Source: an optimization exercise on an open RTL-to-GDS flow (aim: small area). Production flows keep margins and buffers that such runs may drop.
Function was checked by simulation only, so behaviour that the tests miss may differ from the original.
Power and IR drop assume default switching activity. No driver is modelled on the clock port, so clocking that relies on it looks cheaper here than on a real chip.

==> flow/design.v <==
module vacc (
	clk,
	ce,
	rst,
	acc_n,
	data_in,
	sync,
	trig,
	data_out,
	we,
	addr
);
	parameter integer VECTOR_WIDTH = 5;
	parameter integer INPUT_WIDTH = 36;
	parameter integer OUTPUT_WIDTH = 40;
	localparam integer N = 2 ** VECTOR_WIDTH;
	localparam integer W = OUTPUT_WIDTH;
	input wire clk;
	input wire ce;
	input wire rst;
	input wire [31:0] acc_n;
	input wire [INPUT_WIDTH - 1:0] data_in;
	input wire sync;
	input wire trig;
	output reg [OUTPUT_WIDTH - 1:0] data_out;
	output reg we;
	output reg [VECTOR_WIDTH - 1:0] addr;
	localparam [2:0] S_WAIT_SYNC = 3'd0;
	localparam [2:0] S_WAIT_TRIG = 3'd1;
	localparam [2:0] S_WAIT_START = 3'd2;
	localparam [2:0] S_ACC = 3'd3;
	localparam [2:0] S_DRAIN = 3'd4;
	reg [2:0] state;
	reg [VECTOR_WIDTH - 1:0] data_addr;
	reg stale_drain;
	reg [1:0] shifts;
	reg [31:0] accumulations;
	reg [INPUT_WIDTH - 1:0] last_data_in;
	wire in_acc = state == S_ACC;
	wire in_drain = state == S_DRAIN;
	wire start = data_addr == (N - 1);
	wire finish = addr == (N - 1);
	wire acc_done = accumulations == acc_n;
	always @(posedge clk)
		if (rst)
			data_addr <= 0;
		else if (ce && (state != S_WAIT_SYNC))
			data_addr <= data_addr + 1'b1;
	always @(posedge clk)
		if (rst)
			state <= S_WAIT_SYNC;
		else if (ce)
			case (state)
				S_WAIT_SYNC: if (sync) state <= S_WAIT_TRIG;
				S_WAIT_TRIG: if (trig) state <= S_WAIT_START;
				S_WAIT_START: if (start) state <= S_ACC;
				S_ACC: if (acc_done) state <= S_DRAIN;
				S_DRAIN: if (finish) state <= S_WAIT_TRIG;
				default: state <= state;
			endcase
	always @(posedge clk)
		if (rst) begin
			stale_drain <= 1'b0;
			shifts <= 2'd0;
		end
		else if (ce && in_drain && finish) begin
			stale_drain <= 1'b1;
			shifts <= 2'd0;
		end
		else if (ce && (in_acc || in_drain) && (shifts != 2'd3))
			shifts <= shifts + 1'b1;
	wire steady = shifts == 2'd3;
	wire in_place = shifts[1];
	reg [VECTOR_WIDTH - 1:0] out_addr;
	always @(*)
		if (steady)
			out_addr = data_addr - 2'd3;
		else if (stale_drain)
			out_addr = {3'd0, shifts} + 1'b1;
		else
			out_addr = 0;
	wire acc_count = ce && in_acc && in_place && (data_addr == 5'd1);
	wire [32:0] acc_ones;
	assign acc_ones[0] = 1'b1;
	genvar gi;
	generate
		for (gi = 0; gi < 32; gi = gi + 1) begin : inc
			assign acc_ones[gi + 1] = acc_ones[gi] & accumulations[gi];
		end
	endgenerate
	wire [31:0] acc_carry = {32 {acc_count}} & acc_ones[31:0];
	always @(posedge clk)
		if (rst || (ce && in_drain))
			accumulations <= 0;
		else
			accumulations <= accumulations ^ acc_carry;
	always @(posedge clk)
		last_data_in <= data_in;
	always @(posedge clk)
		if (rst || !(ce && in_drain))
			addr <= 0;
		else
			addr <= out_addr;
	always @(posedge clk)
		if (rst)
			we <= 0;
		else
			we <= ce && in_drain && !finish;
	reg acc_valid;
	always @(posedge clk)
		acc_valid <= !rst && ce && in_acc;
	reg [N * W - 1:0] ring;
	wire add_now = in_acc && !acc_done && acc_valid;
	wire [W - 1:0] addend = {{(W - INPUT_WIDTH) {1'b0}}, last_data_in};
	wire [W - 1:0] sum;
	vacc_add #(.W(W), .K(4)) adder (.a(ring[(N - 1) * W +: W]), .b(addend), .s(sum));
	reg post_reset;
	reg zero_29;
	reg zero_28;
	reg drained_28;
	reg zero_1;
	reg zero_0;
	always @(posedge clk)
		if (rst)
			post_reset <= 1'b1;
		else if (ce && in_acc)
			post_reset <= 1'b0;
	always @(posedge clk)
		if (ce) begin
			zero_29 <= in_acc && in_place && !acc_valid;
			zero_28 <= zero_29;
			drained_28 <= in_drain && steady;
			zero_1 <= in_acc && !in_place && stale_drain;
			zero_0 <= zero_1 || (in_drain && !steady && stale_drain);
		end
	wire clear_28 = post_reset || drained_28 || zero_28;
	always @(posedge clk)
		if (ce) begin
			ring[(N - 5) * W - 1:0] <= ring[(N - 4) * W - 1:W];
			ring[(N - 5) * W +: W] <= ~(ring[(N - 4) * W +: W] & {W {!clear_28}});
			ring[(N - 2) * W - 1:(N - 4) * W] <= ring[(N - 1) * W - 1:(N - 3) * W];
			ring[(N - 2) * W +: W] <= add_now ? sum : ring[(N - 1) * W +: W];
			ring[(N - 1) * W +: W] <= ~(ring[0 +: W] | {W {zero_0}});
		end
	reg out_28;
	reg out_0;
	always @(posedge clk)
		if (rst) begin
			out_28 <= 1'b0;
			out_0 <= 1'b0;
		end
		else begin
			out_28 <= ce && in_drain && !finish && steady && !zero_29;
			out_0 <= ce && in_drain && !finish && !steady && stale_drain && !zero_1;
		end
	always @(*)
		data_out = ({W {ce && out_28}} & ring[(N - 4) * W +: W]) | ({W {ce && out_0}} & ~ring[0 +: W]);
endmodule
module vacc_add (
	a,
	b,
	s
);
	parameter integer W = 40;
	parameter integer K = 5;
	localparam integer NG = (W + K - 1) / K;
	input wire [W - 1:0] a;
	input wire [W - 1:0] b;
	output wire [W - 1:0] s;
	wire [W - 1:0] g = a & b;
	wire [W - 1:0] p = a ^ b;
	wire [W:0] c;
	wire [NG:0] gc;
	wire [NG - 1:0] gg;
	wire [NG - 1:0] gp;
	assign gc[0] = 1'b0;
	genvar j, i;
	generate
		for (j = 0; j < NG; j = j + 1) begin : grp
			localparam integer LO = j * K;
			localparam integer HI = ((LO + K) < W ? (LO + K) : W) - 1;
			wire [HI - LO + 1:0] gs;
			wire [HI - LO + 1:0] ps;
			assign gs[0] = 1'b0;
			assign ps[0] = 1'b1;
			for (i = LO; i <= HI; i = i + 1) begin : bt
				assign gs[i - LO + 1] = g[i] | (p[i] & gs[i - LO]);
				assign ps[i - LO + 1] = p[i] & ps[i - LO];
				if (i > LO) begin : rip
					assign c[i] = g[i - 1] | (p[i - 1] & c[i - 1]);
				end
			end
			assign gg[j] = gs[HI - LO + 1];
			assign gp[j] = ps[HI - LO + 1];
			assign c[LO] = gc[j];
			assign gc[j + 1] = gg[j] | (gp[j] & gc[j]);
		end
	endgenerate
	assign c[W] = gc[NG];
	assign s = p ^ c[W - 1:0];
endmodule
Settings: LEC_CHECK=0, CAP_MARGIN=20, CORE_MARGIN=2, CORE_UTILIZATION=40, CTS_BUF_LIST=sky130_fd_sc_hd__clkbuf_16, CTS_CLUSTER_DIAMETER=100, CTS_CLUSTER_SIZE=30, SLEW_MARGIN=20; clock period 8.0 ns.
standard.sh (not shown) runs the stock make flow with config.mk's settings and CLKGATE_MAP_FILE= SYNTH_SCRIPT=/design/flow/synth_recipe.tcl, a recipe that flattens the netlist after the stock synthesis.
==> flow/flow/run.sh <==
#!/bin/bash
# Layout flow: the standard layout (standard.sh), with two changes made
# through the ORFS variables the standard scripts read:
#  - the input and output ports get a sky130_fd_sc_hd__buf_1 buffer each
#    (the standard flow picks a larger delay buffer);
#  - clock tree synthesis uses clkbuf_16 buffers on sink clusters of up to 30
#    flip-flops within 100 um, and inserts no dummy loads.
# The whole make output goes to flow_make.log in this folder; ORFS keeps each
# step's own log under orfs/logs/.
set -euo pipefail
export BUFFER_PORTS_ARGS="-buffer_cell sky130_fd_sc_hd__buf_1"
export CTS_ARGS="-sink_clustering_enable -repair_clock_nets -sink_clustering_size 30 -sink_clustering_max_diameter 100 -buf_list sky130_fd_sc_hd__clkbuf_16 -dont_use_dummy_load"
bash standard.sh > flow_make.log 2>&1
Then changed:
--- a/flow/design.v
+++ b/flow/design.v
@@ -80,19 +80,19 @@
 		else
 			out_addr = 0;
-	wire acc_count = ce && in_acc && in_place && (data_addr == 5'd1);
-	wire [32:0] acc_ones;
-	assign acc_ones[0] = 1'b1;
+	wire [32:0] acc_carry;
+	assign acc_carry[0] = 1'b1;
 	genvar gi;
 	generate
 		for (gi = 0; gi < 32; gi = gi + 1) begin : inc
-			assign acc_ones[gi + 1] = acc_ones[gi] & accumulations[gi];
+			assign acc_carry[gi + 1] = acc_carry[gi] & accumulations[gi];
 		end
 	endgenerate
-	wire [31:0] acc_carry = {32 {acc_count}} & acc_ones[31:0];
-	always @(posedge clk)
-		if (rst || (ce && in_drain))
+	always @(posedge clk)
+		if (rst)
 			accumulations <= 0;
-		else
-			accumulations <= accumulations ^ acc_carry;
+		else if (ce && in_acc && in_place && (data_addr == 5'd1))
+			accumulations <= accumulations ^ acc_carry[31:0];
+		else if (ce && in_drain)
+			accumulations <= 0;
 	always @(posedge clk)
 		last_data_in <= data_in;
@@ -138,8 +138,8 @@
 		if (ce) begin
 			ring[(N - 5) * W - 1:0] <= ring[(N - 4) * W - 1:W];
-			ring[(N - 5) * W +: W] <= ~(ring[(N - 4) * W +: W] & {W {!clear_28}});
+			ring[(N - 5) * W +: W] <= clear_28 ? {W {1'b0}} : ring[(N - 4) * W +: W];
 			ring[(N - 2) * W - 1:(N - 4) * W] <= ring[(N - 1) * W - 1:(N - 3) * W];
 			ring[(N - 2) * W +: W] <= add_now ? sum : ring[(N - 1) * W +: W];
-			ring[(N - 1) * W +: W] <= ~(ring[0 +: W] | {W {zero_0}});
+			ring[(N - 1) * W +: W] <= zero_0 ? {W {1'b0}} : ring[0 +: W];
 		end
 	reg out_28;
@@ -155,5 +155,5 @@
 		end
 	always @(*)
-		data_out = ({W {ce && out_28}} & ring[(N - 4) * W +: W]) | ({W {ce && out_0}} & ~ring[0 +: W]);
+		data_out = ({W {ce && out_28}} & ring[(N - 4) * W +: W]) | ({W {ce && out_0}} & ring[0 +: W]);
 endmodule
 module vacc_add (
What happened:
- first-iteration DRC count drops by 11%
- wire length drops by 1.8%
- clock skew climbs by 0.043 ns
- area after synthesis climbs by about 0.7%
- global-route usage drops by 0.43 points
- worst hold slack loses 0.049 ns

* * *

Another version of the RTL of vacc (not shown whole).
Size in the first run: ~2400 cells after synthesis, roughly 120 I/O pins.
==> module vacc, before the edit <==
module vacc (
	clk,
	ce,
	rst,
	acc_n,
	data_in,
	sync,
	trig,
	data_out,
	we,
	addr
);
	parameter integer VECTOR_WIDTH = 5;
	parameter integer INPUT_WIDTH = 36;
	parameter integer OUTPUT_WIDTH = 40;
	localparam integer N = 2 ** VECTOR_WIDTH;
	localparam integer W = OUTPUT_WIDTH;
	input wire clk;
	input wire ce;
	input wire rst;
	input wire [31:0] acc_n;
	input wire [INPUT_WIDTH - 1:0] data_in;
	input wire sync;
	input wire trig;
	output reg [OUTPUT_WIDTH - 1:0] data_out;
	output reg we;
	output reg [VECTOR_WIDTH - 1:0] addr;
	localparam [2:0] S_WAIT_SYNC = 3'd0;
	localparam [2:0] S_WAIT_TRIG = 3'd1;
	localparam [2:0] S_WAIT_START = 3'd2;
	localparam [2:0] S_ACC = 3'd3;
	localparam [2:0] S_DRAIN = 3'd4;
	reg [2:0] state;
	reg [VECTOR_WIDTH - 1:0] data_addr;
	reg [VECTOR_WIDTH - 1:0] last_addr;
	reg [VECTOR_WIDTH - 1:0] acc_addr;
	reg [VECTOR_WIDTH - 1:0] out_addr;
	reg [31:0] accumulations;
	reg [INPUT_WIDTH - 1:0] last_data_in;
	wire in_acc = state == S_ACC;
	wire in_drain = state == S_DRAIN;
	wire start = data_addr == (N - 1);
	wire finish = addr == (N - 1);
	wire acc_done = accumulations == acc_n;
	always @(posedge clk)
		if (rst)
			data_addr <= 0;
		else if (ce && (state != S_WAIT_SYNC))
			data_addr <= data_addr + 1'b1;
	always @(posedge clk)
		if (rst)
			state <= S_WAIT_SYNC;
		else if (ce)
			case (state)
				S_WAIT_SYNC: if (sync) state <= S_WAIT_TRIG;
				S_WAIT_TRIG: if (trig) state <= S_WAIT_START;
				S_WAIT_START: if (start) state <= S_ACC;
				S_ACC: if (acc_done) state <= S_DRAIN;
				S_DRAIN: if (finish) state <= S_WAIT_TRIG;
				default: state <= state;
			endcase
	always @(posedge clk)
		if (rst) begin
			last_addr <= 0;
			acc_addr <= 0;
			out_addr <= 0;
		end
		else if (ce && (in_acc || in_drain)) begin
			last_addr <= data_addr;
			acc_addr <= last_addr;
			out_addr <= acc_addr;
		end
	always @(posedge clk)
		if (rst)
			accumulations <= 0;
		else if (ce && in_acc && (acc_addr == (N - 1)))
			accumulations <= accumulations + 1;
		else if (ce && in_drain)
			accumulations <= 0;
	always @(posedge clk)
		last_data_in <= data_in;
	always @(posedge clk)
		if (rst || !(ce && in_drain))
			addr <= 0;
		else
			addr <= out_addr;
	always @(posedge clk)
		if (rst)
			we <= 0;
		else
			we <= ce && in_drain && !finish;
	reg acc_valid;
	always @(posedge clk)
		acc_valid <= !rst && ce && in_acc;
	reg [N * W - 1:0] ring;
	reg [N - 1:0] zero;
	wire add_now = in_acc && !acc_done && acc_valid;
	wire keep_now = in_acc && !acc_done && !acc_valid;
	wire [W - 1:0] word31 = zero[N - 1] ? {W {1'b0}} : ring[(N - 1) * W +: W];
	wire [W - 1:0] sum = word31 + {{(W - INPUT_WIDTH) {1'b0}}, last_data_in};
	wire [VECTOR_WIDTH - 1:0] zaddr = in_acc ? acc_addr : out_addr;
	wire [VECTOR_WIDTH - 1:0] zpos = zaddr + ~data_addr;
	wire in_place = acc_addr == (data_addr - 2'd2);
	wire zwrite = in_drain || (in_acc && (!acc_valid || !in_place));
	integer k;
	always @(posedge clk)
		if (ce) begin
			ring[(N - 2) * W - 1:0] <= ring[(N - 1) * W - 1:W];
			ring[(N - 2) * W +: W] <= add_now ? sum : ring[(N - 1) * W +: W];
			ring[(N - 1) * W +: W] <= ring[0 +: W];
		end
	always @(posedge clk)
		if (rst)
			zero <= {N {1'b1}};
		else if (ce) begin
			for (k = 0; k < N; k = k + 1)
				if ((k >= N - 4) || (k <= 1))
					zero[k] <= zero[(k + 1) % N] || (zwrite && (zpos == k));
				else
					zero[k] <= zero[(k + 1) % N];
			if (add_now)
				zero[N - 2] <= 1'b0;
			else if (keep_now)
				zero[N - 2] <= zero[N - 1];
		end
	wire [VECTOR_WIDTH - 1:0] rpos = out_addr - data_addr;
	reg rd_sel;
	reg rd_zero;
	always @(posedge clk)
		if (ce) begin
			rd_sel <= rpos == 5'd1;
			rd_zero <= (rpos == 5'd1) ? zero[1] : ((rpos == 5'd29) ? zero[29] : 1'b1);
		end
	always @(*)
		if (ce && in_drain && we && !rd_zero)
			data_out = rd_sel ? ring[0 +: W] : ring[(N - 4) * W +: W];
		else
			data_out = 0;
endmodule
export LEC_CHECK = 0
export CAP_MARGIN = 20
export CORE_MARGIN = 2
export CORE_UTILIZATION = 40
export CTS_BUF_LIST = sky130_fd_sc_hd__clkbuf_16
export CTS_CLUSTER_DIAMETER = 100
export CTS_CLUSTER_SIZE = 30
export SLEW_MARGIN = 20
create_clock -name core_clock -period 8.0 [get_ports {clk}]
run.sh (not shown) runs the stock make flow with config.mk's settings and CLKGATE_MAP_FILE= SYNTH_SCRIPT=/design/flow/synth_recipe.tcl, a recipe that flattens the netlist after the stock synthesis.
Stock flow here: none of the scripts above is used.
Rerun with:
--- a/flow/design.v
+++ b/flow/design.v
@@ -68,15 +68,23 @@
 		else if (ce && (in_acc || in_drain)) begin
 			last_addr <= data_addr;
 			acc_addr <= last_addr;
 			out_addr <= acc_addr;
 		end
+	wire [32:0] acc_carry;
+	assign acc_carry[0] = 1'b1;
+	genvar gi;
+	generate
+		for (gi = 0; gi < 32; gi = gi + 1) begin : inc
+			assign acc_carry[gi + 1] = acc_carry[gi] & accumulations[gi];
+		end
+	endgenerate
 	always @(posedge clk)
 		if (rst)
 			accumulations <= 0;
 		else if (ce && in_acc && (acc_addr == (N - 1)))
-			accumulations <= accumulations + 1;
+			accumulations <= accumulations ^ acc_carry[31:0];
 		else if (ce && in_drain)
 			accumulations <= 0;
 	always @(posedge clk)
 		last_data_in <= data_in;
 	always @(posedge clk)
@@ -95,11 +103,13 @@
 	reg [N * W - 1:0] ring;
 	reg [N - 1:0] zero;
 	wire add_now = in_acc && !acc_done && acc_valid;
 	wire keep_now = in_acc && !acc_done && !acc_valid;
 	wire [W - 1:0] word31 = zero[N - 1] ? {W {1'b0}} : ring[(N - 1) * W +: W];
-	wire [W - 1:0] sum = word31 + {{(W - INPUT_WIDTH) {1'b0}}, last_data_in};
+	wire [W - 1:0] addend = {{(W - INPUT_WIDTH) {1'b0}}, last_data_in};
+	wire [W - 1:0] sum;
+	vacc_add #(.W(W), .K(5)) adder (.a(word31), .b(addend), .s(sum));
 	wire [VECTOR_WIDTH - 1:0] zaddr = in_acc ? acc_addr : out_addr;
 	wire [VECTOR_WIDTH - 1:0] zpos = zaddr + ~data_addr;
 	wire in_place = acc_addr == (data_addr - 2'd2);
 	wire zwrite = in_drain || (in_acc && (!acc_valid || !in_place));
 	integer k;
@@ -135,5 +145,48 @@
 		if (ce && in_drain && we && !rd_zero)
 			data_out = rd_sel ? ring[0 +: W] : ring[(N - 4) * W +: W];
 		else
 			data_out = 0;
 endmodule
+module vacc_add (
+	a,
+	b,
+	s
+);
+	parameter integer W = 40;
+	parameter integer K = 5;
+	localparam integer NG = (W + K - 1) / K;
+	input wire [W - 1:0] a;
+	input wire [W - 1:0] b;
+	output wire [W - 1:0] s;
+	wire [W - 1:0] g = a & b;
+	wire [W - 1:0] p = a ^ b;
+	wire [W:0] c;
+	wire [NG:0] gc;
+	wire [NG - 1:0] gg;
+	wire [NG - 1:0] gp;
+	assign gc[0] = 1'b0;
+	genvar j, i;
+	generate
+		for (j = 0; j < NG; j = j + 1) begin : grp
+			localparam integer LO = j * K;
+			localparam integer HI = ((LO + K) < W ? (LO + K) : W) - 1;
+			wire [HI - LO + 1:0] gs;
+			wire [HI - LO + 1:0] ps;
+			assign gs[0] = 1'b0;
+			assign ps[0] = 1'b1;
+			for (i = LO; i <= HI; i = i + 1) begin : bt
+				assign gs[i - LO + 1] = g[i] | (p[i] & gs[i - LO]);
+				assign ps[i - LO + 1] = p[i] & ps[i - LO];
+				if (i > LO) begin : rip
+					assign c[i] = g[i - 1] | (p[i - 1] & c[i - 1]);
+				end
+			end
+			assign gg[j] = gs[HI - LO + 1];
+			assign gp[j] = ps[HI - LO + 1];
+			assign c[LO] = gc[j];
+			assign gc[j + 1] = gg[j] | (gp[j] & gc[j]);
+		end
+	endgenerate
+	assign c[W] = gc[NG];
+	assign s = p ^ c[W - 1:0];
+endmodule
=> Routed wire length came out lower by 9.0%; combinational power fell by 13%; setup slack degrades by 980 ps; final area fell by 1.3%; area after synthesis drops by 1.4%; via count falls by 8.4%; sequential cell count does not change; power falls by 0.57%; first-iteration DRC count falls by 16%; hold slack barely changes; global-route usage is lower by 0.95 points.

## static timing again, ports no longer ideal
How much do the figures lean on ideal ports? The routed layouts below were timed once more, with nothing changed but the port constraints. Step 1 sets driving cells, clkbuf_16 on the clock port and buf_2 on the other inputs (assumed; they add their load-dependent delay and slew). Step 2 moves the port delays by t, midway between the first and last clock arrival at a register: inputs arrive t later, outputs are due t later. That takes back most of the time a late clock gives input paths. Slacks: no drivers / after step 1 / after step 2; pairs: no drivers / after step 1.
| run | shift t [ns] | setup slack, ns | worst setup path at the end | clock arrival spread, ns | worst slew at a driven data input, ns |
|---|---|---|---|---|---|
| the first run of note 1 | 0.696 | 2.818 / 2.818 / 2.535 | input to register | 0.045 / 0.046 | 0.07 |
| the second run of note 1 | 0.712 | 1.750 / 1.750 / 1.750 | register to register | 0.090 / 0.089 | 0.06 |
| the first run of note 2 | 0.729 | 2.482 / 2.419 / 2.419 | input to output | 0.030 / 0.030 | 0.16 |
| the second run of note 2 | 0.722 | 1.501 / 1.501 / 1.501 | register to register | 0.038 / 0.038 | 0.07 |
After both steps every run listed still meets setup and hold. For the first run of note 1, which loses most, drivers alone change the setup slack by 0.000 ns; drivers and shift together by -0.283 ns.
